This design comes from an exercise in tuning for small area and a short achievable clock period on the open sky130 flow, not from production work. Only simulation tests tie the RTL to the original design; equivalence was not proved. Power and IR drop assume default switching activity.

## JK
## FloatingPointMultiplierSingle
module FloatingPointMultiplierSingle (clk,reset,en,inputA,inputB,result, OF);
==> flow/config.mk <==
export PLATFORM = sky130hd
export DESIGN_NAME = FloatingPointMultiplierSingle
export DESIGN_NICKNAME = FloatingPointMultiplierSingle
export VERILOG_FILES = /design/flow/design.v
export SDC_FILE = /design/flow/constraint.sdc
export NUM_CORES = 4
export LEC_CHECK = 0
export CAP_MARGIN = 20
export CORE_MARGIN = 2
export CORE_UTILIZATION = 45
export SETUP_SLACK_MARGIN = 5
export SLEW_MARGIN = 20
export TNS_END_PERCENT = 100
==> flow/constraint.sdc <==
create_clock -name core_clock -period 11.0 [get_ports {clk}]
set_input_delay 2.2000 -clock core_clock [delete_from_list [all_inputs] [get_ports {clk}]]
set_output_delay 2.2000 -clock core_clock [all_outputs]
set_load 0.01 [all_outputs]
standard.sh (not shown) runs the stock make flow with config.mk's settings and CLKGATE_MAP_FILE= SYNTH_SCRIPT=/design/flow/synth_recipe.tcl, a recipe that flattens the netlist after the stock synthesis.
==> flow/flow/run.sh <==
#!/bin/bash
# Standard ORFS layout with two changes: Yosys's generic ABC pass before
# full-adder extraction is skipped (SYNTH_ARGS=-noabc), so the hand-written
# adder tree maps to full-adder cells without extra inverters; and the port
# buffers are buf_4 cells instead of the default delay-buffer choice.
# Registers are unchanged. ORFS writes each tool's log under orfs/logs.
set -euo pipefail
bash standard.sh SYNTH_ARGS=-noabc "BUFFER_PORTS_ARGS=-buffer_cell sky130_fd_sc_hd__buf_4" finish > standard.log 2>&1
## Diff of input files: MS against JK
diff --git a/flow/flow/run.sh b/flow/flow/run.sh
--- a/flow/flow/run.sh
+++ b/flow/flow/run.sh
@@ -5 +5 @@
-# buffers are buf_4 cells instead of the default delay-buffer choice.
+# buffers are buf_2 cells instead of the default delay-buffer choice.
@@ -8 +8 @@
-bash standard.sh SYNTH_ARGS=-noabc "BUFFER_PORTS_ARGS=-buffer_cell sky130_fd_sc_hd__buf_4" finish > standard.log 2>&1
+bash standard.sh SYNTH_ARGS=-noabc "BUFFER_PORTS_ARGS=-buffer_cell sky130_fd_sc_hd__buf_2" finish > standard.log 2>&1
diff --git a/flow/config.mk b/flow/config.mk
--- a/flow/config.mk
+++ b/flow/config.mk
@@ -10,0 +11,3 @@
+export CTS_BUF_LIST = sky130_fd_sc_hd__clkbuf_8 sky130_fd_sc_hd__clkbuf_16
+export CTS_CLUSTER_DIAMETER = 150
+export CTS_CLUSTER_SIZE = 30
==> comparison <==
Combinational cell power of MS falls short of that of JK slightly. Taking JK as the reference, in MS cell area after synthesis about even; overall power after layout now smaller; final worst slack lost 120 ps; power drawn by the sequential cells shows no meaningful change; routed wirelength normalized by instance count fell by about 1.6%. Compared MS against JK; number of multi-input combinational cells within noise. The clock-buffer cell count of MS is lower than that of JK. Compared with JK, MS shows a lower hold slack. Comparing filler cell count for MS and JK, the bigger number came from MS.

========
== run A ==
Another version of the RTL of FloatingPointMultiplierSingle (not shown whole).
Size: about 1,900 cells after synthesis, roughly 120 flip-flops, roughly 100 I/O pins, ~19,000 sq um of cells after synthesis.
clock: 11.0 ns
lec_check: 0
cap_margin: 20
core_margin: 2
core_utilization: 45
cts_buf_list: sky130_fd_sc_hd__clkbuf_4 sky130_fd_sc_hd__clkbuf_8
setup_slack_margin: 5
slew_margin: 20
tns_end_percent: 100
==> flow/flow/run.sh <==
#!/bin/bash
# Standard ORFS layout with two changes: Yosys's generic ABC pass before
# full-adder extraction is skipped (SYNTH_ARGS=-noabc), so the hand-written
# adder tree maps to full-adder cells without extra inverters; and the port
# buffers are buf_2 cells instead of the default delay-buffer choice.
# Registers are unchanged. ORFS writes each tool's log under orfs/logs.
set -euo pipefail
bash standard.sh SYNTH_ARGS=-noabc "BUFFER_PORTS_ARGS=-buffer_cell sky130_fd_sc_hd__buf_2" finish > standard.log 2>&1
--- input diff run A..run B ---
- SETUP_SLACK_MARGIN changed from 5 to 4.7
==> comparison <==
- Between run A and run B, utilization decreased.
- The cell area reported for run B is smaller than that of run A by about 0.7%.
- Hold violation total from the final report of run B is on par with run A.
- q_pp[30] as the source of the critical timing path was reported by run A, and inputB[19] by run B.
- Run B vs. run A: worst setup slack fell by 250 ps, pin count of the biggest net entering global routing fell by 3.
Relative to run B, the following input files were edited for run C:
- SETUP_SLACK_MARGIN: 4.7 -> 5
- CTS_BUF_LIST: sky130_fd_sc_hd__clkbuf_4 sky130_fd_sc_hd__clkbuf_8 -> sky130_fd_sc_hd__clkbuf_4
### Flow results
Sum of internal, switching and leakage power for run C is higher than for run B.
Run C and run B ended up with nearly the same instance area at placement.
Delta(share of the core filled with cells, run C - run B) > 0
Relative to run B, the fill cell total of the finished layout of run C is lower by 46.
Between run C and run B, the routed wire length does not differ in any meaningful way.
Non-clock buffer count (run C vs. run B) increases by a little under 10%
Of run C and run B, the higher combined area of the multi-input logic cells belongs to run C.
The data arrival at the endpoint of the critical path reported for run C is smaller than that of run B by 110 ps.
Run C and run B ended up with nearly the same number of vias per cell after detailed routing.

port drivers added, routing unchanged:
The flow's constraints put no driver on any port. The routed layouts listed below were extracted and timed again, unchanged, in two steps. Step 1 sets driving cells, clkbuf_16 on the clock port and buf_2 on the other inputs (assumed; they add their load-dependent delay and slew). Step 2 adds t to the input delays and takes it off the output delays; t is the mean of the earliest and latest rising clock arrival at the registers after step 1. Input paths then give back, and output paths get back, about the clock's delay inside the block. Three values: ideal ports, drivers, drivers and shift; two values: the first two.
run | shift t [ns] | setup WS [ns] | worst hold slack (ns) | clock arrival spread, ns | pins driven straight from the clock port
JK | 0.483 | 5.102 / 5.132 / 4.649 | 0.457 / 0.457 / 0.457 | 0.015 / 0.016 | 1
MS | 0.476 | 4.979 / 5.003 / 4.527 | 0.452 / 0.452 / 0.452 | 0.014 / 0.014 | 1
run A | 0.528 | 5.085 / 5.033 / 4.618 | 0.451 / 0.451 / 0.451 | 0.020 / 0.020 | 1
run B | 0.514 | 4.835 / 4.854 / 4.349 | 0.461 / 0.461 / 0.461 | 0.023 / 0.023 | 1
run C | 0.645 | 5.094 / 5.077 / 4.479 | 0.460 / 0.460 / 0.460 | 0.024 / 0.024 | 1
After both steps every run listed still meets setup and hold. The setup slack of run C, which loses most, moves by -0.017 ns with the drivers and by -0.615 ns with both steps.
